What follows belongs to an exercise in optimizing a design on an open flow for small area; a production flow would make more cautious choices. No functional check of the RTL was part of any run shown here.

==> design/flow/flow/run.sh <==
#!/bin/bash
# The standard layout, with the port buffers made of the smallest buffer cell
# instead of the default clkdlybuf4s50_1. Every port still gets its buffer.
export BUFFER_PORTS_ARGS="-buffer_cell sky130_fd_sc_hd__buf_1"
bash standard.sh > standard.log 2>&1
==> design/flow/config.mk <==
export PLATFORM = sky130hd
export DESIGN_NAME = cordic_vectoring_top
export DESIGN_NICKNAME = cordic_vectoring_top
export VERILOG_FILES = /design/flow/design.v
export SDC_FILE = /design/flow/constraint.sdc
export NUM_CORES = 4
export LEC_CHECK = 0
export ABC_AREA = 1
export CAP_MARGIN = 20
export CORE_MARGIN = 2
export CORE_UTILIZATION = 50
export CTS_CLUSTER_DIAMETER = 80
export CTS_CLUSTER_SIZE = 40
export PLACE_DENSITY = 0.65
export SLEW_MARGIN = 20
==> design/flow/design.v <==
`timescale 1ns / 1ps
module cordic_vectoring_top #(parameter data_width=16,cordic_steps=16,angle_width=20)(
    input clk,
    input nreset,
    input enable,
    input signed [data_width-1:0] x_vec_in,
    input signed [data_width-1:0] y_vec_in,
    output wire signed [data_width-1:0] x_vec_out,
    output [cordic_steps-1:0] micro_rotation,
    output signed [angle_width-1:0] angle,
    output done
    );
    wire sx0 = x_vec_in[15], sy0 = y_vec_in[15];
    wire [15:0] ux = x_vec_in ^ {16{sx0}};
    wire [15:0] uy = y_vec_in ^ {16{sy0}};
    wire [15:0] ax = ux + {15'd0, sx0};
    wire [15:0] x_1, y_1;
    cv_add_sk #(16) a0x (.a(ax), .b(uy), .ci(sy0), .s(x_1));
    wire [15:0] axm = ax - {15'd0, sy0};
    cv_add_sk #(16) a0y (.a(uy), .b(~axm), .ci(1'b1), .s(y_1));
    wire n_1 = y_1[15];
    wire [14:0] z_1 = y_1[14:0] ^ {15{n_1}};
    wire [1:0] q_1 = {sx0, sx0 ^ sy0};    
    wire v_1 = nreset & enable;
    wire [15:0] m_1 = 16'd1;
    wire [15:0] x_2;
    wire signed [15:0] xs_2 = $signed(x_1) >>> 1;
    wire [15:0] w_2;
    cv_add_bk #(16) ax_2 (.a(x_1), .b({2'd0, z_1[14:1]}), .ci(n_1), .s(x_2));
    cv_add_sk #(16) aw_2 (.a({1'b0, z_1}), .b(~xs_2), .ci(1'b1), .s(w_2));
    wire n_2 = n_1 ^ w_2[15];
    wire [14:0] z_2 = w_2[14:0] ^ {15{w_2[15]}};
    wire [15:0] m_2 = m_1 | {14'd0, ~n_1, 1'd0};
    wire [1:0] q_2 = q_1;
    wire v_2 = v_1;
    reg [15:0] xr_2; reg [14:0] zr_2; reg nr_2; reg [1:0] qr_2; reg vr_2;
    reg [1:1] mr_2;
    always @(posedge clk) begin
        xr_2 <= x_2; zr_2 <= z_2; nr_2 <= n_2; qr_2 <= q_2;
        mr_2 <= m_2[1:1];
        vr_2 <= nreset & v_2;
    end
    wire [15:0] x_3;
    wire signed [15:0] xs_3 = $signed(xr_2) >>> 2;
    wire [15:0] w_3;
    cv_add_bk #(16) ax_3 (.a(xr_2), .b({3'd0, zr_2[14:2]}), .ci(nr_2), .s(x_3));
    cv_add_sk #(16) aw_3 (.a({1'b0, zr_2}), .b(~xs_3), .ci(1'b1), .s(w_3));
    wire n_3 = nr_2 ^ w_3[15];
    wire [14:0] z_3 = w_3[14:0] ^ {15{w_3[15]}};
    wire [15:0] m_3 = {14'd0, mr_2, 1'b1} | {13'd0, ~nr_2, 2'd0};
    wire [1:0] q_3 = qr_2;
    wire v_3 = vr_2;
    wire [15:0] x_4;
    wire signed [15:0] xs_4 = $signed(x_3) >>> 3;
    wire [15:0] w_4;
    cv_add_bk #(16) ax_4 (.a(x_3), .b({4'd0, z_3[14:3]}), .ci(n_3), .s(x_4));
    cv_add_sk #(16) aw_4 (.a({1'b0, z_3}), .b(~xs_4), .ci(1'b1), .s(w_4));
    wire n_4 = n_3 ^ w_4[15];
    wire [14:0] z_4 = w_4[14:0] ^ {15{w_4[15]}};
    wire [15:0] m_4 = m_3 | {12'd0, ~n_3, 3'd0};
    wire [1:0] q_4 = q_3;
    wire v_4 = v_3;
    wire [15:0] x_5;
    wire signed [15:0] xs_5 = $signed(x_4) >>> 4;
    wire [15:0] w_5;
    cv_add_bk #(16) ax_5 (.a(x_4), .b({5'd0, z_4[14:4]}), .ci(n_4), .s(x_5));
    cv_add_sk #(16) aw_5 (.a({1'b0, z_4}), .b(~xs_5), .ci(1'b1), .s(w_5));
    wire n_5 = n_4 ^ w_5[15];
    wire [14:0] z_5 = w_5[14:0] ^ {15{w_5[15]}};
    wire [15:0] m_5 = m_4 | {11'd0, ~n_4, 4'd0};
    wire [1:0] q_5 = q_4;
    wire v_5 = v_4;
    reg [15:0] xr_5; reg [14:0] zr_5; reg nr_5; reg [1:0] qr_5; reg vr_5;
    reg [4:1] mr_5;
    always @(posedge clk) begin
        xr_5 <= x_5; zr_5 <= z_5; nr_5 <= n_5; qr_5 <= q_5;
        mr_5 <= m_5[4:1];
        vr_5 <= nreset & v_5;
    end
    wire [15:0] x_6;
    wire signed [15:0] xs_6 = $signed(xr_5) >>> 5;
    wire [15:0] w_6;
    cv_add_bk #(16) ax_6 (.a(xr_5), .b({6'd0, zr_5[14:5]}), .ci(nr_5), .s(x_6));
    cv_add_sk #(16) aw_6 (.a({1'b0, zr_5}), .b(~xs_6), .ci(1'b1), .s(w_6));
    wire n_6 = nr_5 ^ w_6[15];
    wire [14:0] z_6 = w_6[14:0] ^ {15{w_6[15]}};
    wire [15:0] m_6 = {11'd0, mr_5, 1'b1} | {10'd0, ~nr_5, 5'd0};
    wire [1:0] q_6 = qr_5;
    wire v_6 = vr_5;
    wire [15:0] x_7;
    wire signed [15:0] xs_7 = $signed(x_6) >>> 6;
    wire [15:0] w_7;
    cv_add_bk #(16) ax_7 (.a(x_6), .b({7'd0, z_6[14:6]}), .ci(n_6), .s(x_7));
    cv_add_sk #(16) aw_7 (.a({1'b0, z_6}), .b(~xs_7), .ci(1'b1), .s(w_7));
    wire n_7 = n_6 ^ w_7[15];
    wire [14:0] z_7 = w_7[14:0] ^ {15{w_7[15]}};
    wire [15:0] m_7 = m_6 | {9'd0, ~n_6, 6'd0};
    wire [1:0] q_7 = q_6;
    wire v_7 = v_6;
    wire [15:0] x_8;
    wire signed [15:0] xs_8 = $signed(x_7) >>> 7;
    wire [15:0] w_8;
    cv_add_bk #(16) ax_8 (.a(x_7), .b({8'd0, z_7[14:7]}), .ci(n_7), .s(x_8));
    cv_add_sk #(16) aw_8 (.a({1'b0, z_7}), .b(~xs_8), .ci(1'b1), .s(w_8));
    wire n_8 = n_7 ^ w_8[15];
    wire [14:0] z_8 = w_8[14:0] ^ {15{w_8[15]}};
    wire [15:0] m_8 = m_7 | {8'd0, ~n_7, 7'd0};
    wire [1:0] q_8 = q_7;
    wire v_8 = v_7;
    reg [15:0] xr_8; reg [14:0] zr_8; reg nr_8; reg [1:0] qr_8; reg vr_8;
    reg [7:1] mr_8;
    always @(posedge clk) begin
        xr_8 <= x_8; zr_8 <= z_8; nr_8 <= n_8; qr_8 <= q_8;
        mr_8 <= m_8[7:1];
        vr_8 <= nreset & v_8;
    end
    wire [15:0] x_9;
    wire signed [15:0] xs_9 = $signed(xr_8) >>> 8;
    wire [15:0] w_9;
    cv_add_bk #(16) ax_9 (.a(xr_8), .b({9'd0, zr_8[14:8]}), .ci(nr_8), .s(x_9));
    cv_add_sk #(16) aw_9 (.a({1'b0, zr_8}), .b(~xs_9), .ci(1'b1), .s(w_9));
    wire n_9 = nr_8 ^ w_9[15];
    wire [14:0] z_9 = w_9[14:0] ^ {15{w_9[15]}};
    wire [15:0] m_9 = {8'd0, mr_8, 1'b1} | {7'd0, ~nr_8, 8'd0};
    wire [1:0] q_9 = qr_8;
    wire v_9 = vr_8;
    wire [15:0] x_10;
    wire signed [15:0] xs_10 = $signed(x_9) >>> 9;
    wire [15:0] w_10;
    cv_add_bk #(16) ax_10 (.a(x_9), .b({10'd0, z_9[14:9]}), .ci(n_9), .s(x_10));
    cv_add_sk #(16) aw_10 (.a({1'b0, z_9}), .b(~xs_10), .ci(1'b1), .s(w_10));
    wire n_10 = n_9 ^ w_10[15];
    wire [14:0] z_10 = w_10[14:0] ^ {15{w_10[15]}};
    wire [15:0] m_10 = m_9 | {6'd0, ~n_9, 9'd0};
    wire [1:0] q_10 = q_9;
    wire v_10 = v_9;
    wire [15:0] x_11;
    wire signed [15:0] xs_11 = $signed(x_10) >>> 10;
    wire [15:0] w_11;
    cv_add_bk #(16) ax_11 (.a(x_10), .b({11'd0, z_10[14:10]}), .ci(n_10), .s(x_11));
    cv_add_sk #(16) aw_11 (.a({1'b0, z_10}), .b(~xs_11), .ci(1'b1), .s(w_11));
    wire n_11 = n_10 ^ w_11[15];
    wire [14:0] z_11 = w_11[14:0] ^ {15{w_11[15]}};
    wire [15:0] m_11 = m_10 | {5'd0, ~n_10, 10'd0};
    wire [1:0] q_11 = q_10;
    wire v_11 = v_10;
    reg [15:0] xr_11; reg [14:0] zr_11; reg nr_11; reg [1:0] qr_11; reg vr_11;
    reg [10:1] mr_11;
    always @(posedge clk) begin
        xr_11 <= x_11; zr_11 <= z_11; nr_11 <= n_11; qr_11 <= q_11;
        mr_11 <= m_11[10:1];
        vr_11 <= nreset & v_11;
    end
    wire [15:0] x_12;
    wire signed [15:0] xs_12 = $signed(xr_11) >>> 11;
    wire [15:0] w_12;
    cv_add_bk #(16) ax_12 (.a(xr_11), .b({12'd0, zr_11[14:11]}), .ci(nr_11), .s(x_12));
    cv_add_sk #(16) aw_12 (.a({1'b0, zr_11}), .b(~xs_12), .ci(1'b1), .s(w_12));
    wire n_12 = nr_11 ^ w_12[15];
    wire [14:0] z_12 = w_12[14:0] ^ {15{w_12[15]}};
    wire [15:0] m_12 = {5'd0, mr_11, 1'b1} | {4'd0, ~nr_11, 11'd0};
    wire [1:0] q_12 = qr_11;
    wire v_12 = vr_11;
    wire [15:0] x_13;
    wire signed [15:0] xs_13 = $signed(x_12) >>> 12;
    wire [15:0] w_13;
    cv_add_bk #(16) ax_13 (.a(x_12), .b({13'd0, z_12[14:12]}), .ci(n_12), .s(x_13));
    cv_add_sk #(16) aw_13 (.a({1'b0, z_12}), .b(~xs_13), .ci(1'b1), .s(w_13));
    wire n_13 = n_12 ^ w_13[15];
    wire [14:0] z_13 = w_13[14:0] ^ {15{w_13[15]}};
    wire [15:0] m_13 = m_12 | {3'd0, ~n_12, 12'd0};
    wire [1:0] q_13 = q_12;
    wire v_13 = v_12;
    wire [15:0] x_14;
    wire signed [15:0] xs_14 = $signed(x_13) >>> 13;
    wire [15:0] w_14;
    cv_add_bk #(16) ax_14 (.a(x_13), .b({14'd0, z_13[14:13]}), .ci(n_13), .s(x_14));
    cv_add_sk #(16) aw_14 (.a({1'b0, z_13}), .b(~xs_14), .ci(1'b1), .s(w_14));
    wire n_14 = n_13 ^ w_14[15];
    wire [14:0] z_14 = w_14[14:0] ^ {15{w_14[15]}};
    wire [15:0] m_14 = m_13 | {2'd0, ~n_13, 13'd0};
    wire [1:0] q_14 = q_13;
    wire v_14 = v_13;
    reg [15:0] xr_14; reg [14:0] zr_14; reg nr_14; reg [1:0] qr_14; reg vr_14;
    reg [13:1] mr_14;
    always @(posedge clk) begin
        xr_14 <= x_14; zr_14 <= z_14; nr_14 <= n_14; qr_14 <= q_14;
        mr_14 <= m_14[13:1] ^ {13{q_14[0]}};    
        vr_14 <= nreset & v_14;
    end
    wire [15:0] x_15;
    wire signed [15:0] xs_15 = $signed(xr_14) >>> 14;
    wire [15:0] w_15;
    cv_add_sk #(16) aw_15 (.a({1'b0, zr_14}), .b(~xs_15), .ci(1'b1), .s(w_15));
    wire n_15 = nr_14 ^ w_15[15];
    wire [14:0] z_15 = w_15[14:0] ^ {15{w_15[15]}};
    wire [15:0] m_15 = {2'd0, mr_14, 1'b1} | {1'd0, ~nr_14, 14'd0};
    wire [1:0] q_15 = qr_14;
    wire v_15 = vr_14;
    wire [15:0] x_16;
    wire [15:0] m_16 = m_15 | {~n_15, 15'd0};
    wire [1:0] q_16 = q_15;
    wire v_16 = v_15;
    assign micro_rotation = {m_16[15:14], m_16[13:1] ^ {13{q_16[0]}}, 1'b1};
    assign done = v_16;
    wire ovf = (&xr_14[15:2]) & (({1'b0, xr_14[1:0]} + zr_14[14] + nr_14 + n_15) >= 3'd4);
    wire mt_s0 = xr_14[0] ^ xr_14[2];
    wire mt_c0 = xr_14[0] & xr_14[2];
    wire mt_s1 = ~xr_14[0] ^ 1'b1;
    wire mt_c1 = ~xr_14[0] & 1'b1;
    wire mt_s2 = ~xr_14[1] ^ zr_14[14];
    wire mt_c2 = ~xr_14[1] & zr_14[14];
    wire mt_s3 = ~xr_14[1] ^ ~xr_14[3];
    wire mt_c3 = ~xr_14[1] & ~xr_14[3];
    wire mt_s4 = ~xr_14[2] ^ ~xr_14[4] ^ zr_14[14];
    wire mt_c4 = (~xr_14[2] & ~xr_14[4]) | (~xr_14[2] & zr_14[14]) | (~xr_14[4] & zr_14[14]);
    wire mt_s5 = mt_s0 ^ ~xr_14[5] ^ ~xr_14[7];
    wire mt_c5 = (mt_s0 & ~xr_14[5]) | (mt_s0 & ~xr_14[7]) | (~xr_14[5] & ~xr_14[7]);
    wire mt_s6 = mt_c0 ^ xr_14[1] ^ xr_14[3];
    wire mt_c6 = (mt_c0 & xr_14[1]) | (mt_c0 & xr_14[3]) | (xr_14[1] & xr_14[3]);
    wire mt_s7 = xr_14[2] ^ xr_14[4];
    wire mt_c7 = xr_14[2] & xr_14[4];
    wire mt_s8 = xr_14[3] ^ xr_14[5];
    wire mt_c8 = xr_14[3] & xr_14[5];
    wire mt_s9 = xr_14[4] ^ xr_14[6];
    wire mt_c9 = xr_14[4] & xr_14[6];
    wire mt_s10 = xr_14[5] ^ xr_14[7];
    wire mt_c10 = xr_14[5] & xr_14[7];
    wire mt_s11 = xr_14[6] ^ xr_14[8];
    wire mt_c11 = xr_14[6] & xr_14[8];
    wire mt_s12 = xr_14[7] ^ xr_14[9];
    wire mt_c12 = xr_14[7] & xr_14[9];
    wire mt_s13 = xr_14[8] ^ xr_14[10];
    wire mt_c13 = xr_14[8] & xr_14[10];
    wire mt_s14 = xr_14[9] ^ xr_14[11] ^ ~xr_14[14];
    wire mt_c14 = (xr_14[9] & xr_14[11]) | (xr_14[9] & ~xr_14[14]) | (xr_14[11] & ~xr_14[14]);
    wire mt_s15 = xr_14[10] ^ xr_14[12];
    wire mt_c15 = xr_14[10] & xr_14[12];
    wire mt_s16 = mt_s1 ^ zr_14[14];
    wire mt_c16 = mt_s1 & zr_14[14];
    wire mt_s17 = mt_c1 ^ mt_s2 ^ nr_14;
    wire mt_c17 = (mt_c1 & mt_s2) | (mt_c1 & nr_14) | (mt_s2 & nr_14);
    wire mt_s18 = mt_c2 ^ ~xr_14[0] ^ ~xr_14[2];
    wire mt_c18 = (mt_c2 & ~xr_14[0]) | (mt_c2 & ~xr_14[2]) | (~xr_14[0] & ~xr_14[2]);
    wire mt_s19 = mt_s3 ^ zr_14[14] ^ nr_14;
    wire mt_c19 = (mt_s3 & zr_14[14]) | (mt_s3 & nr_14) | (zr_14[14] & nr_14);
    wire mt_s20 = mt_c3 ^ mt_s4 ^ nr_14;
    wire mt_c20 = (mt_c3 & mt_s4) | (mt_c3 & nr_14) | (mt_s4 & nr_14);
    wire mt_s21 = mt_c4 ^ xr_14[0] ^ ~xr_14[3];
    wire mt_c21 = (mt_c4 & xr_14[0]) | (mt_c4 & ~xr_14[3]) | (xr_14[0] & ~xr_14[3]);
    wire mt_s22 = xr_14[1] ^ ~xr_14[4];
    wire mt_c22 = xr_14[1] & ~xr_14[4];
    wire mt_s23 = mt_s5 ^ zr_14[14] ^ nr_14;
    wire mt_c23 = (mt_s5 & zr_14[14]) | (mt_s5 & nr_14) | (zr_14[14] & nr_14);
    wire mt_s24 = mt_c5 ^ mt_s6 ^ ~xr_14[6];
    wire mt_c24 = (mt_c5 & mt_s6) | (mt_c5 & ~xr_14[6]) | (mt_s6 & ~xr_14[6]);
    wire mt_s25 = mt_c6 ^ mt_s7 ^ ~xr_14[7];
    wire mt_c25 = (mt_c6 & mt_s7) | (mt_c6 & ~xr_14[7]) | (mt_s7 & ~xr_14[7]);
    wire mt_s26 = mt_c7 ^ mt_s8 ^ ~xr_14[8];
    wire mt_c26 = (mt_c7 & mt_s8) | (mt_c7 & ~xr_14[8]) | (mt_s8 & ~xr_14[8]);
    wire mt_s27 = mt_c8 ^ mt_s9 ^ ~xr_14[9];
    wire mt_c27 = (mt_c8 & mt_s9) | (mt_c8 & ~xr_14[9]) | (mt_s9 & ~xr_14[9]);
    wire mt_s28 = mt_c9 ^ mt_s10 ^ ~xr_14[10];
    wire mt_c28 = (mt_c9 & mt_s10) | (mt_c9 & ~xr_14[10]) | (mt_s10 & ~xr_14[10]);
    wire mt_s29 = mt_c10 ^ mt_s11 ^ ~xr_14[11];
    wire mt_c29 = (mt_c10 & mt_s11) | (mt_c10 & ~xr_14[11]) | (mt_s11 & ~xr_14[11]);
    wire mt_s30 = mt_c11 ^ mt_s12 ^ ~xr_14[12];
    wire mt_c30 = (mt_c11 & mt_s12) | (mt_c11 & ~xr_14[12]) | (mt_s12 & ~xr_14[12]);
    wire mt_s31 = mt_c12 ^ mt_s13 ^ ~xr_14[13];
    wire mt_c31 = (mt_c12 & mt_s13) | (mt_c12 & ~xr_14[13]) | (mt_s13 & ~xr_14[13]);
    wire mt_s32 = mt_c13 ^ mt_s14 ^ 1'b1;
    wire mt_c32 = (mt_c13 & mt_s14) | (mt_c13 & 1'b1) | (mt_s14 & 1'b1);
    wire mt_s33 = mt_c14 ^ mt_s15 ^ ~xr_14[15];
    wire mt_c33 = (mt_c14 & mt_s15) | (mt_c14 & ~xr_14[15]) | (mt_s15 & ~xr_14[15]);
    wire mt_s34 = mt_c15 ^ xr_14[11] ^ xr_14[13];
    wire mt_c34 = (mt_c15 & xr_14[11]) | (mt_c15 & xr_14[13]) | (xr_14[11] & xr_14[13]);
    wire mt_s35 = xr_14[12] ^ xr_14[14];
    wire mt_c35 = xr_14[12] & xr_14[14];
    wire mt_s36 = xr_14[13] ^ xr_14[15];
    wire mt_c36 = xr_14[13] & xr_14[15];
    wire mt_s37 = xr_14[14] ^ 1'b1;
    wire mt_c37 = xr_14[14] & 1'b1;
    wire mt_s38 = xr_14[15] ^ 1'b1;
    wire mt_c38 = xr_14[15] & 1'b1;
    wire mt_s39 = mt_s16 ^ nr_14;
    wire mt_c39 = mt_s16 & nr_14;
    wire mt_s40 = mt_c16 ^ mt_s17 ^ n_15;
    wire mt_c40 = (mt_c16 & mt_s17) | (mt_c16 & n_15) | (mt_s17 & n_15);
    wire mt_s41 = mt_c17 ^ mt_s18 ^ 1'b1;
    wire mt_c41 = (mt_c17 & mt_s18) | (mt_c17 & 1'b1) | (mt_s18 & 1'b1);
    wire mt_s42 = mt_c18 ^ mt_s19 ^ n_15;
    wire mt_c42 = (mt_c18 & mt_s19) | (mt_c18 & n_15) | (mt_s19 & n_15);
    wire mt_s43 = mt_c19 ^ mt_s20 ^ n_15;
    wire mt_c43 = (mt_c19 & mt_s20) | (mt_c19 & n_15) | (mt_s20 & n_15);
    wire mt_s44 = mt_c20 ^ mt_s21 ^ ~xr_14[5];
    wire mt_c44 = (mt_c20 & mt_s21) | (mt_c20 & ~xr_14[5]) | (mt_s21 & ~xr_14[5]);
    wire mt_s45 = mt_c21 ^ mt_s22 ^ ~xr_14[6];
    wire mt_c45 = (mt_c21 & mt_s22) | (mt_c21 & ~xr_14[6]) | (mt_s22 & ~xr_14[6]);
    wire mt_s46 = mt_c22 ^ mt_s23 ^ n_15;
    wire mt_c46 = (mt_c22 & mt_s23) | (mt_c22 & n_15) | (mt_s23 & n_15);
    wire mt_s47 = mt_c23 ^ mt_s24 ^ ~xr_14[8];
    wire mt_c47 = (mt_c23 & mt_s24) | (mt_c23 & ~xr_14[8]) | (mt_s24 & ~xr_14[8]);
    wire mt_s48 = mt_c24 ^ mt_s25 ^ ~xr_14[9];
    wire mt_c48 = (mt_c24 & mt_s25) | (mt_c24 & ~xr_14[9]) | (mt_s25 & ~xr_14[9]);
    wire mt_s49 = mt_c25 ^ mt_s26 ^ ~xr_14[10];
    wire mt_c49 = (mt_c25 & mt_s26) | (mt_c25 & ~xr_14[10]) | (mt_s26 & ~xr_14[10]);
    wire mt_s50 = mt_c26 ^ mt_s27 ^ ~xr_14[11];
    wire mt_c50 = (mt_c26 & mt_s27) | (mt_c26 & ~xr_14[11]) | (mt_s27 & ~xr_14[11]);
    wire mt_s51 = mt_c27 ^ mt_s28 ^ ~xr_14[12];
    wire mt_c51 = (mt_c27 & mt_s28) | (mt_c27 & ~xr_14[12]) | (mt_s28 & ~xr_14[12]);
    wire mt_s52 = mt_c28 ^ mt_s29 ^ ~xr_14[13];
    wire mt_c52 = (mt_c28 & mt_s29) | (mt_c28 & ~xr_14[13]) | (mt_s29 & ~xr_14[13]);
    wire mt_s53 = mt_c29 ^ mt_s30 ^ ~xr_14[14];
    wire mt_c53 = (mt_c29 & mt_s30) | (mt_c29 & ~xr_14[14]) | (mt_s30 & ~xr_14[14]);
    wire mt_s54 = mt_c30 ^ mt_s31 ^ ~xr_14[15];
    wire mt_c54 = (mt_c30 & mt_s31) | (mt_c30 & ~xr_14[15]) | (mt_s31 & ~xr_14[15]);
    wire mt_s55 = mt_c31 ^ mt_s32 ^ ovf;
    wire mt_c55 = (mt_c31 & mt_s32) | (mt_c31 & ovf) | (mt_s32 & ovf);
    wire mt_s56 = mt_c32 ^ mt_s33 ^ 1'b1;
    wire mt_c56 = (mt_c32 & mt_s33) | (mt_c32 & 1'b1) | (mt_s33 & 1'b1);
    wire mt_s57 = mt_c33 ^ mt_s34 ^ ovf;
    wire mt_c57 = (mt_c33 & mt_s34) | (mt_c33 & ovf) | (mt_s34 & ovf);
    wire mt_s58 = mt_c34 ^ mt_s35 ^ 1'b1;
    wire mt_c58 = (mt_c34 & mt_s35) | (mt_c34 & 1'b1) | (mt_s35 & 1'b1);
    wire mt_s59 = mt_c35 ^ mt_s36 ^ 1'b1;
    wire mt_c59 = (mt_c35 & mt_s36) | (mt_c35 & 1'b1) | (mt_s36 & 1'b1);
    wire mt_s60 = mt_c36 ^ mt_s37 ^ ovf;
    wire mt_c60 = (mt_c36 & mt_s37) | (mt_c36 & ovf) | (mt_s37 & ovf);
    wire mt_s61 = mt_c37 ^ mt_s38 ^ ovf;
    wire mt_c61 = (mt_c37 & mt_s38) | (mt_c37 & ovf) | (mt_s38 & ovf);
    wire mt_s62 = mt_c38 ^ 1'b1;
    wire mt_c62 = mt_c38 & 1'b1;
    wire [23:0] mp_a = {mt_c61, mt_c60, mt_c59, mt_c58, mt_c57, mt_c56, mt_c55, mt_c54, mt_c53, mt_c52, mt_c51, mt_c50, mt_c49, mt_c48, mt_c47, mt_c46, mt_c45, mt_c44, mt_c43, mt_c42, mt_c41, mt_c40, mt_c39, mt_s39};
    wire [23:0] mp_b = {mt_s62, mt_s61, mt_s60, mt_s59, mt_s58, mt_s57, mt_s56, mt_s55, mt_s54, mt_s53, mt_s52, mt_s51, mt_s50, mt_s49, mt_s48, mt_s47, mt_s46, mt_s45, mt_s44, mt_s43, mt_s42, mt_s41, mt_s40, n_15};
    wire [23:0] mp_r;
    cv_add_ks #(24) mp_add (.a(mp_a), .b(mp_b), .ci(1'b0), .s(mp_r));
    assign x_vec_out = mp_r[23:8];
    wire neg = q_16[0];
    wire [13:1] mq = m_16[13:1];
    reg [19:0] kq;
    always @* case (q_16) 2'd0: kq = 20'hff8ff; 2'd1: kq = 20'hfb8ff; 2'd2: kq = 20'hf78ff; default: kq = 20'h038ff; endcase
    wire at_s63 = mq[2] ^ mq[3] ^ mq[4];
    wire at_c63 = (mq[2] & mq[3]) | (mq[2] & mq[4]) | (mq[3] & mq[4]);
    wire at_s64 = mq[2] ^ mq[4];
    wire at_c64 = mq[2] & mq[4];
    wire at_s65 = at_s63 ^ mq[5] ^ mq[7];
    wire at_c65 = (at_s63 & mq[5]) | (at_s63 & mq[7]) | (mq[5] & mq[7]);
    wire at_s66 = at_c63 ^ at_s64 ^ mq[6];
    wire at_c66 = (at_c63 & at_s64) | (at_c63 & mq[6]) | (at_s64 & mq[6]);
    wire at_s67 = mq[10] ^ mq[12];
    wire at_c67 = mq[10] & mq[12];
    wire at_s68 = at_c64 ^ mq[1] ^ mq[5];
    wire at_c68 = (at_c64 & mq[1]) | (at_c64 & mq[5]) | (mq[1] & mq[5]);
    wire at_s69 = mq[9] ^ mq[11] ^ 1'b1;
    wire at_c69 = (mq[9] & mq[11]) | (mq[9] & 1'b1) | (mq[11] & 1'b1);
    wire at_s70 = mq[2] ^ mq[4] ^ mq[8];
    wire at_c70 = (mq[2] & mq[4]) | (mq[2] & mq[8]) | (mq[4] & mq[8]);
    wire at_s71 = mq[10] ^ 1'b1;
    wire at_c71 = mq[10] & 1'b1;
    wire at_s72 = mq[2] ^ mq[3] ^ mq[7];
    wire at_c72 = (mq[2] & mq[3]) | (mq[2] & mq[7]) | (mq[3] & mq[7]);
    wire at_s73 = mq[9] ^ 1'b1;
    wire at_c73 = mq[9] & 1'b1;
    wire at_s74 = mq[1] ^ mq[2] ^ mq[6];
    wire at_c74 = (mq[1] & mq[2]) | (mq[1] & mq[6]) | (mq[2] & mq[6]);
    wire at_s75 = mq[8] ^ 1'b1;
    wire at_c75 = mq[8] & 1'b1;
    wire at_s76 = mq[1] ^ mq[2] ^ mq[5];
    wire at_c76 = (mq[1] & mq[2]) | (mq[1] & mq[5]) | (mq[2] & mq[5]);
    wire at_s77 = mq[7] ^ 1'b1;
    wire at_c77 = mq[7] & 1'b1;
    wire at_s78 = mq[1] ^ mq[2] ^ mq[4];
    wire at_c78 = (mq[1] & mq[2]) | (mq[1] & mq[4]) | (mq[2] & mq[4]);
    wire at_s79 = at_s65 ^ mq[11];
    wire at_c79 = at_s65 & mq[11];
    wire at_s80 = at_c65 ^ at_s66 ^ at_s67;
    wire at_c80 = (at_c65 & at_s66) | (at_c65 & at_s67) | (at_s66 & at_s67);
    wire at_s81 = at_c66 ^ at_c67 ^ at_s68;
    wire at_c81 = (at_c66 & at_c67) | (at_c66 & at_s68) | (at_c67 & at_s68);
    wire at_s82 = at_c68 ^ at_c69 ^ at_s70;
    wire at_c82 = (at_c68 & at_c69) | (at_c68 & at_s70) | (at_c69 & at_s70);
    wire at_s83 = at_c70 ^ at_c71 ^ at_s72;
    wire at_c83 = (at_c70 & at_c71) | (at_c70 & at_s72) | (at_c71 & at_s72);
    wire at_s84 = at_c72 ^ at_c73 ^ at_s74;
    wire at_c84 = (at_c72 & at_c73) | (at_c72 & at_s74) | (at_c73 & at_s74);
    wire at_s85 = at_c74 ^ at_c75 ^ at_s76;
    wire at_c85 = (at_c74 & at_c75) | (at_c74 & at_s76) | (at_c75 & at_s76);
    wire at_s86 = at_c76 ^ at_c77 ^ at_s78;
    wire at_c86 = (at_c76 & at_c77) | (at_c76 & at_s78) | (at_c77 & at_s78);
    wire at_s87 = at_c78 ^ mq[2] ^ mq[3];
    wire at_c87 = (at_c78 & mq[2]) | (at_c78 & mq[3]) | (mq[2] & mq[3]);
    wire at_s88 = at_s79 ^ mq[13];
    wire at_c88 = at_s79 & mq[13];
    wire at_s89 = at_c79 ^ at_s80 ^ 1'b1;
    wire at_c89 = (at_c79 & at_s80) | (at_c79 & 1'b1) | (at_s80 & 1'b1);
    wire at_s90 = at_c80 ^ at_s81 ^ at_s69;
    wire at_c90 = (at_c80 & at_s81) | (at_c80 & at_s69) | (at_s81 & at_s69);
    wire at_s91 = at_c81 ^ at_s82 ^ at_s71;
    wire at_c91 = (at_c81 & at_s82) | (at_c81 & at_s71) | (at_s82 & at_s71);
    wire at_s92 = at_c82 ^ at_s83 ^ at_s73;
    wire at_c92 = (at_c82 & at_s83) | (at_c82 & at_s73) | (at_s83 & at_s73);
    wire at_s93 = at_c83 ^ at_s84 ^ at_s75;
    wire at_c93 = (at_c83 & at_s84) | (at_c83 & at_s75) | (at_s84 & at_s75);
    wire at_s94 = at_c84 ^ at_s85 ^ at_s77;
    wire at_c94 = (at_c84 & at_s85) | (at_c84 & at_s77) | (at_s85 & at_s77);
    wire at_s95 = at_c85 ^ at_s86 ^ mq[6];
    wire at_c95 = (at_c85 & at_s86) | (at_c85 & mq[6]) | (at_s86 & mq[6]);
    wire at_s96 = at_c86 ^ at_s87 ^ mq[5];
    wire at_c96 = (at_c86 & at_s87) | (at_c86 & mq[5]) | (at_s87 & mq[5]);
    wire at_s97 = at_c87 ^ mq[1] ^ mq[4];
    wire at_c97 = (at_c87 & mq[1]) | (at_c87 & mq[4]) | (mq[1] & mq[4]);
    wire at_s98 = mq[3] ^ 1'b1;
    wire at_c98 = mq[3] & 1'b1;
    wire at_s99 = mq[2] ^ 1'b1;
    wire at_c99 = mq[2] & 1'b1;
    wire at_s100 = mq[1] ^ 1'b1;
    wire at_c100 = mq[1] & 1'b1;
    wire [19:0] ap_a = {kq[19], kq[18], kq[17], kq[16], kq[15], at_c100, at_c99, at_c98, at_c97, at_c96, at_c95, at_c94, at_c93, at_c92, at_c91, at_c90, at_c89, at_c88, at_s88, 1'b1};
    wire [19:0] ap_b = {1'b0, 1'b0, 1'b0, 1'b0, 1'b0, kq[14], at_s100, at_s99, at_s98, at_s97, at_s96, at_s95, at_s94, at_s93, at_s92, at_s91, at_s90, at_s89, 1'b1, 1'b0};
    wire [19:0] ap_r;
    cv_add_ks #(20) ap_add (.a(ap_a), .b(ap_b), .ci(1'b0), .s(ap_r));
    assign angle = ap_r;
endmodule
module cv_add_bk #(parameter W=16) (input [W-1:0] a, input [W-1:0] b, input ci, output [W-1:0] s);
    reg [W-1:0] p, g, pp, gg;
    integer i, j;
    always @* begin
        p = a ^ b;
        g = a & b;
        gg = g; pp = p;
        gg[0] = g[0] | (p[0] & ci);
        for (i = 1; (1 << i) <= W; i = i + 1)
            for (j = (1 << i) - 1; j < W; j = j + (1 << i)) begin
                gg[j] = gg[j] | pp[j] & gg[j - (1 << (i-1))];
                pp[j] = pp[j] & pp[j - (1 << (i-1))];
            end
        for (i = 5; i > 0; i = i - 1)
            for (j = (1 << i) + (1 << (i-1)) - 1; j < W; j = j + (1 << i)) begin
                gg[j] = gg[j] | pp[j] & gg[j - (1 << (i-1))];
                pp[j] = pp[j] & pp[j - (1 << (i-1))];
            end
    end
    assign s = p ^ {gg[W-2:0], ci};
endmodule
module cv_add_ks #(parameter W=16) (input [W-1:0] a, input [W-1:0] b, input ci, output [W-1:0] s);
    reg [W-1:0] p, g, pp, gg;
    integer i, j;
    always @* begin
        p = a ^ b;
        g = a & b;
        gg = g; pp = p;
        gg[0] = g[0] | (p[0] & ci);
        for (i = 0; (1 << i) < W; i = i + 1)
            for (j = W - 1; j >= (1 << i); j = j - 1) begin
                gg[j] = gg[j] | pp[j] & gg[j - (1 << i)];
                pp[j] = pp[j] & pp[j - (1 << i)];
            end
    end
    assign s = p ^ {gg[W-2:0], ci};
endmodule
module cv_add_sk #(parameter W=16) (input [W-1:0] a, input [W-1:0] b, input ci, output [W-1:0] s);
    reg [W-1:0] p, g, pp, gg;
    integer i, j;
    always @* begin
        p = a ^ b;
        g = a & b;
        gg = g; pp = p;
        gg[0] = g[0] | (p[0] & ci);
        for (i = 0; (1 << i) < W; i = i + 1)
            for (j = 0; j < W; j = j + 1)
                if (j & (1 << i)) begin
                    gg[j] = gg[j] | pp[j] & gg[((j >> i) << i) - 1];
                    pp[j] = pp[j] & pp[((j >> i) << i) - 1];
                end
    end
    assign s = p ^ {gg[W-2:0], ci};
endmodule
==> design/flow/constraint.sdc <==
create_clock -name core_clock -period 7.0 [get_ports {clk}]
set_input_delay 1.4000 -clock core_clock [delete_from_list [all_inputs] [get_ports {clk}]]
set_output_delay 1.4000 -clock core_clock [all_outputs]
set_load 0.01 [all_outputs]
==> design/flow/standard.sh <==
#!/bin/bash
# synth_recipe.tcl (not shown) runs the flow's synth.tcl, then flattens the netlist and writes it again
# the make line also repeats each setting of config.mk as NAME=value (left out here)
make -C /OpenROAD-flow-scripts/flow DESIGN_CONFIG=/design/flow/config.mk WORK_HOME=/design/flow/orfs CLKGATE_MAP_FILE= SYNTH_SCRIPT=/design/flow/synth_recipe.tcl "${@:-finish}"
==> impl_metrics.json, run 1 <==
{
  "grt_use_met3_pct": 2.22,
  "outcome": "finished clean",
  "cp.required_ps": 7390,
  "yosysTopAreaCell": "ha_1",
  "yosysSeqAreaShare_pct": 16.7,
  "synthFlopType": "dfxtp_1",
  "initial_core_util_pct": 50.5,
  "yosys.area.top_type_share_pct": 20.8,
  "rows": 82,
  "synth.area.top_cells": "ha_1 21%, dfxtp_1 17%, fa_1 15%",
  "htree_levels": 1,
  "drt_wl_total_um": 56200,
  "antenna_found_initial": 1,
  "area_growth_pct": 17.6,
  "cp-start-kind": "flip-flop",
  "drv_slew": 0,
  "clk_pin_slew_ps": 80,
  "fillCellCount": 4363,
  "ant_nets": 0,
  "cp.arrival_ps": 7130,
  "grt_usage_pct": 21.1,
  "met1_usage_pct": 24.3,
  "cp_max_fo": 7,
  "synth_edf_count": 0,
  "dp_hpwl_um": 47600,
  "synth_cell_type_count": 47,
  "gp_congestion": 0.896,
  "wl_per_cell_um": 14.3,
  "synth_area_um2": 25200,
  "holdPathStages": 0,
  "cts.sinks": 210,
  "numPortBuffers": 85,
  "fin_hold_ws_ps": 333,
  "core_um2": 50000,
  "hold_viol": 0,
  "final_cells": 3937,
  "root_buffer": "clkbuf_16",
  "setup.reg_to_reg.worst_slack_ps": 260,
  "clk_latency_ps": 520,
  "cts_buffer_depth": 3,
  "drc_errors": 0,
  "grt_pass1_wl_um": 92900,
  "max_slew_margin_pct": 60.2,
  "end_kind": "flip-flop",
  "startpoint": "xr_5[5]",
  "cp_slowest_cell": "fa_1",
  "holdCritPathClass": "flip-flop to flip-flop",
  "drv_cap": 0,
  "fp.dieW_um": 229,
  "reg2reg_to": "zr_8[7]",
  "cts_tree": "done",
  "ios": 88,
  "whs_endpoint": "mr_11[3]",
  "grt_max_degree": 25,
  "max_freq_mhz": 148,
  "cp_common_cell": "nand2_1",
  "timing.rr.start": "xr_5[5]",
  "holdCritStartpoint": "mr_8[3]",
  "drtIter0Drc": 599,
  "postSynthCellCount": 2978,
  "grt_pass1_vias": 20500,
  "fin_nets": 3901,
  "overflow": 0,
  "worstSetupPathType": "flip-flop to flip-flop",
  "cpPeakStageDelay_ps": 430,
  "gr-max-usage-layer": "met2",
  "viasPerCell": 4.97,
  "worstMarginPinSlew_ps": 596,
  "cts_hold_buf": 0,
  "finalCoreUtilization_pct": 59.4,
  "diodes": 0,
  "chipHeight_um": 229,
  "grtUsageMet2_pct": 41.2,
  "worstRegToRegCells": 41,
  "syn_area_per_cell_um2": 8.48,
  "cts_buffers": 17,
  "route.vias.total": 19600,
  "die_area_um2": 52300,
  "worst_clock_skew_ps": 19.4,
  "firstDrtPassIters": 6,
  "synthArstFlopShare_pct": 0,
  "period_share_pct": 96.3,
  "ys_warn_count": 5,
  "placed_cells": 3855,
  "period_minus_slack_ps": 6740,
  "final_layout_size_suffix_gt1_share_pct": 15.4,
  "ys_ff_latch": 210,
  "finalSetupViolations": 0
}
[final cells by class]
type	instances	area [um^2]	share of cell area [%]
inverters	529	2000	6.72
repair buffers	282	1920	6.48
well taps	672	841	2.83
flip-flops and latches	210	4220	14.2
clock buffers	19	443	1.49
clock inverters	10	151	0.510
multi-input cells	2215	20100	67.8
[Yosys cell counts (all sizes together), types with 3 or more instances]
master  instances
and3            4
nand4          16
fa            192
xor2          356
o21a            6
nand2         439
nor2          124
a21o           28
inv           529
o21bai         15
o21ai          62
nor4            9
a31oi          12
ha            419
dfxtp         210
a21oi         174
a211oi         18
nor3           16
xnor2         193
buf            20
o211ai          3
nand3          98
nand3b          4
clkbuf          5
or2            12
a221oi          3
[cell usage in the layout (no fill, tap or decap), types with 20 or more instances in the layout]
| cell | count |
|---|---|
| inv_1 | 508 |
| ha_1 | 394 |
| nand2_1 | 390 |
| xor2_1 | 316 |
| dfxtp_1 | 201 |
| xnor2_1 | 183 |
| buf_4 | 179 |
| fa_1 | 169 |
| a21oi_1 | 153 |
| nor2_1 | 111 |
| nand3_1 | 87 |
| buf_1 | 83 |
| o21ai_0 | 43 |
| nand2_2 | 39 |
| xor2_2 | 39 |
| a21o_1 | 28 |
| fa_2 | 23 |
| a21oi_2 | 20 |
[metrics by stage]
step	TNS, ps	instance area [um^2]	setup WS [ps]
final	0	29700	262
after global routing	-4540	29700	-145
after CTS	0	28200	3.47
after detailed placement	-17880	27400	-400
after global placement	-3620	27400	-224
after floorplan	0	25300	17.6
[how the worst max path moves through the flow]
| stage | endpoint | slack, ps | cells past startpoint |
|---|---|---|---|
| final | zr_8[7] | 260 | 41 |
| after global routing | zr_11[1] | -140 | 44 |
| after CTS | zr_14[10] | 3 | 49 |
| after floorplan | zr_8[10] | 20 | 42 |
| after global placement | xr_5[15] | -220 | 40 |
| after detailed placement | xr_5[15] | -400 | 40 |
[layer usage]
layer | share of wire [%] | wire length [um]
met5 | 0.023 | 13
met4 | 2.1 | 1180
met3 | 2.4 | 1360
met2 | 54 | 30500
met1 | 41 | 23100
[critical path: cells and delay by family (launching register included)]
| family | cells | cell delay [ps] |
|---|---|---|
| AOI/OAI and AO/OA | 8 | 1340 |
| xor gates and xnor gates | 4 | 710 |
| adders and majority gates | 7 | 2240 |
| buffers and inverters | 7 | 790 |
| DFF | 1 | 330 |
| and+or+nand+nor | 15 | 1180 |
[sequential cells by signal, indices dropped and copies added, names as in the netlist, 2 cells and up]
register and count:
zr_14 15, zr_11 15, qr_8 2, qr_14 2
xr_8 16, zr_2 15, mr_8 7, xr_14 16
mr_5 4, mr_11 10, zr_5 15, xr_11 16
qr_11 2, xr_2 16, qr_2 2, zr_8 15
qr_5 2, mr_14 13, xr_5 16
[cell families after synthesis]
logic type / count (synthesis) / share of synthesized area, %
DFF: 210 / 16.7
adders and majority gates: 611 / 36.0
other: 1 / 0.0149
xor gates and xnor gates: 549 / 19.3
muxes: 2 / 0.0793
and+or+nand+nor: 723 / 12.0
AOI/OAI and AO/OA: 328 / 7.40
buffers and inverters: 554 / 8.53
[what timing repair did]
action,in CTS,in global routing
pin swaps,11,84
resized for setup,52,254
endpoints found under the hold margin,0,0
setup endpoints to repair,88,128
cloned,0,2
buffers inserted,6,46
==> inputs of run 2 (changes only) <==
--- a/design/flow/config.mk
+++ b/design/flow/config.mk
@@ -14,2 +14,3 @@
 export PLACE_DENSITY = 0.65
+export SETUP_SLACK_MARGIN = -0.1
 export SLEW_MARGIN = 20
==> run 2 against run 1 <==
Worst hold slack got worse by 45 ps. Non-clock buffer count decreased by 14. Worst setup slack got worse by 80 ps. Flip-flop and latch count unchanged. Synthesized area unchanged. Still clean. Routed wire length decreased by 1.2%. Critical path depth decreased by 16.
==> impl_metrics.json, run 2 <==
{
  "cp-start-kind": "flip-flop",
  "ys_ff_latch": 210,
  "rows": 82,
  "max_slew_margin_pct": 60.9,
  "synth_cell_type_count": 47,
  "dpl_cell_area_um2": 27400,
  "drt_wl_total_um": 55500,
  "ys_warn_count": 5,
  "synthArstFlopShare_pct": 0,
  "antenna_found_initial": 0,
  "drc_errors": 0,
  "cp.required_ps": 5600,
  "diodes": 0,
  "yosysSeqAreaShare_pct": 16.7,
  "setup.reg_to_reg.worst_slack_ps": 310,
  "final_layout_size_suffix_gt1_share_pct": 12.8,
  "die_area_um2": 52300,
  "period_share_pct": 97.4,
  "final_common_cell": "inv_1",
  "synthTopCellsByCount": "528 x inv_1, 434 x nand2_1, 419 x ha_1, 350 x xor2_1, 210 x dfxtp_1",
  "finalWorstSetupSlack_ps": 182,
  "pre_cts_ws_ps": -416,
  "cts_tree": "done",
  "grt_pass1_wl_um": 92500,
  "grt_max_degree": 41,
  "worstMarginPinSlew_ps": 586,
  "fp.dieW_um": 229,
  "cts_buffers": 17,
  "syn_area_per_cell_um2": 8.48,
  "period_minus_slack_ps": 6820,
  "dp_hpwl_um": 47800,
  "max_freq_mhz": 147,
  "synth_edf_count": 0,
  "route.vias.total": 19500,
  "drv_cap": 0,
  "holdCritPathClass": "flip-flop to flip-flop",
  "gp_congestion": 0.900,
  "overflow": 0,
  "synth.most_common_cell": "inv_1",
  "ios": 88,
  "worst_clock_skew_ps": 57.9,
  "ant_nets": 0,
  "fin_tns_setup_ps": 0,
  "cts_hold_buf": 0,
  "core_um2": 50000,
  "cp.arrival_ps": 5420,
  "area_growth_pct": 15.8,
  "layout_common_cells": "516 x inv_1, 409 x ha_1, 408 x nand2_1",
  "synth_area_um2": 25200,
  "holdCritStartpoint": "mr_8[7]",
  "yosys.area.top_type_share_pct": 20.8,
  "yosysTopAreaCell": "ha_1",
  "outcome": "finished clean",
  "synthFlopType": "dfxtp_1",
  "htree_levels": 1,
  "finalSetupViolations": 0,
  "root_buffer": "clkbuf_16",
  "clk_latency_ps": 550,
  "wl_per_cell_um": 14.1,
  "fin_nets": 3888,
  "firstDrtPassIters": 5,
  "cts_buffer_depth": 3,
  "drv_slew": 0,
  "worstSetupPathType": "flip-flop to output pin",
  "hold_viol": 0,
  "initial_core_util_pct": 50.5,
  "cts.sinks": 210,
  "clk_pin_slew_ps": 130,
  "numPortBuffers": 85,
  "postSynthCellCount": 2978,
  "end_kind": "output pin",
  "startpoint": "xr_14[15]",
  "fin_area_um2": 29200,
  "viasPerCell": 4.96,
  "grt_usage_pct": 21.0,
  "drtIter0Drc": 532,
  "cp_max_fo": 14,
  "synth.area.top_cells": "ha_1 21%, dfxtp_1 17%, fa_1 15%",
  "chipHeight_um": 229,
  "grt_pass1_vias": 20400,
  "timing.rr.start": "nr_2"
}
-- run 2: cell types whose count changed in the layout (fill, tap and decap cells not counted), moves of 9 or more --
cell     before  now
nand2_1     390  408
xor2_1      316  333
xor2_2       39   22
ha_1        394  409
nand2_2      39   25
ha_4         19    7
a21oi_1     153  162
-- run 2: layout make-up --
class                   count  area, um^2
fillers                  4401       20700
multi-input cells        2215       19700
flip-flops and latches    210        4220
inverters                 529        1990
repair buffers            268        1800
well taps                 672         841
clock buffers              17         425
clock inverters            13         310
repair inverters            1        5.00
-- run 2: cells by family after synthesis --
group | after synthesis | share of synthesized area (%)
buffers and inverters | 554 | 8.53
XOR/XNOR | 549 | 19.3
other | 1 | 0.0149
AND/OR/NAND/NOR | 723 | 12.0
flip-flops | 210 | 16.7
multiplexers | 2 | 0.0793
AO/OA/AOI/OAI | 328 | 7.40
adder cells (fa/ha/maj) | 611 | 36.0
-- run 2: per-layer routing --
layer	track usage, %	up-vias	part of all wire [%]
met4	4.92	0	2.0
met1	24.4	9307	42
met3	1.56	73	2.0
li1	-	9918	-
met2	41.3	161	54
met5	0	-	0
-- run 2: worst paths after layout --
check,cells past startpoint,to
max,25,x_vec_out[13]
min,0,mr_11[7]
max reg2reg,39,xr_5[15]
min reg2reg,0,mr_11[7]
-- run 2: metrics by stage --
step                util [%]  cells  hold slack [ps]
floorplan                  -   2979              310
global placement        54.8   3856              310
detailed placement      54.8   3856              312
CTS                     56.5   3888              283
global route            58.5   3925              274
finish                  58.5   3925              287
-- run 2: worst max-delay path, stage by stage, from the launching register on --
cell and delay [ps]:
dfxtp_4 390, clkinvlp_4 90, buf_6 160, ha_1 320, a21oi_1 140, nand3b_1 110, a21oi_1 80, nor3_2 260
nand3b_1 170, nand2_4 130, inv_1 80, fa_1 410, inv_1 60, ha_1 220, a21o_1 200, and3_4 200
fa_1 500, ha_4 340, a21oi_2 70, buf_4 130, o21a_1 110, o21ai_0 190, a31oi_1 100, nand2_1 90
xor2_1 150, buf_1 170
-- run 2: what timing repair did --
item | in CTS | in global routing
pin swaps | 0 | 46
buffers inserted | 2 | 35
gates cloned | 0 | 2
endpoints found under the setup margin | 50 | 113
resized for setup | 25 | 175

-- what the ideal ports hide --
The flow's constraints put no driver on any port. The routed layouts listed below were extracted and timed again, unchanged, in two steps. Step 1 assumes that a clkbuf_16 drives the clock port and a buf_2 every other input. Step 2, shift: input delay + t, output delay - t, t = (earliest + latest rising clock arrival at the registers) / 2. This alone moves slack from input paths to output paths. Slacks: ideal / step 1 / step 2; pairs: ideal / step 1.
| run | t (ns) | slack for setup (ns) | worst hold slack (ns) | clock arrival spread, ns |
|---|---|---|---|---|
| run 1 | 0.563 | 0.262 / 0.208 / 0.037 | 0.333 / 0.333 / 0.333 | 0.025 / 0.024 |
| run 2 | 0.580 | 0.182 / 0.126 / -0.123 | 0.287 / 0.287 / 0.287 | 0.058 / 0.058 |
Met with ideal ports but missed after step 2: setup timing in run 2. For run 2, which loses most, drivers alone change the setup slack by -0.056 ns; drivers and shift together by -0.305 ns.
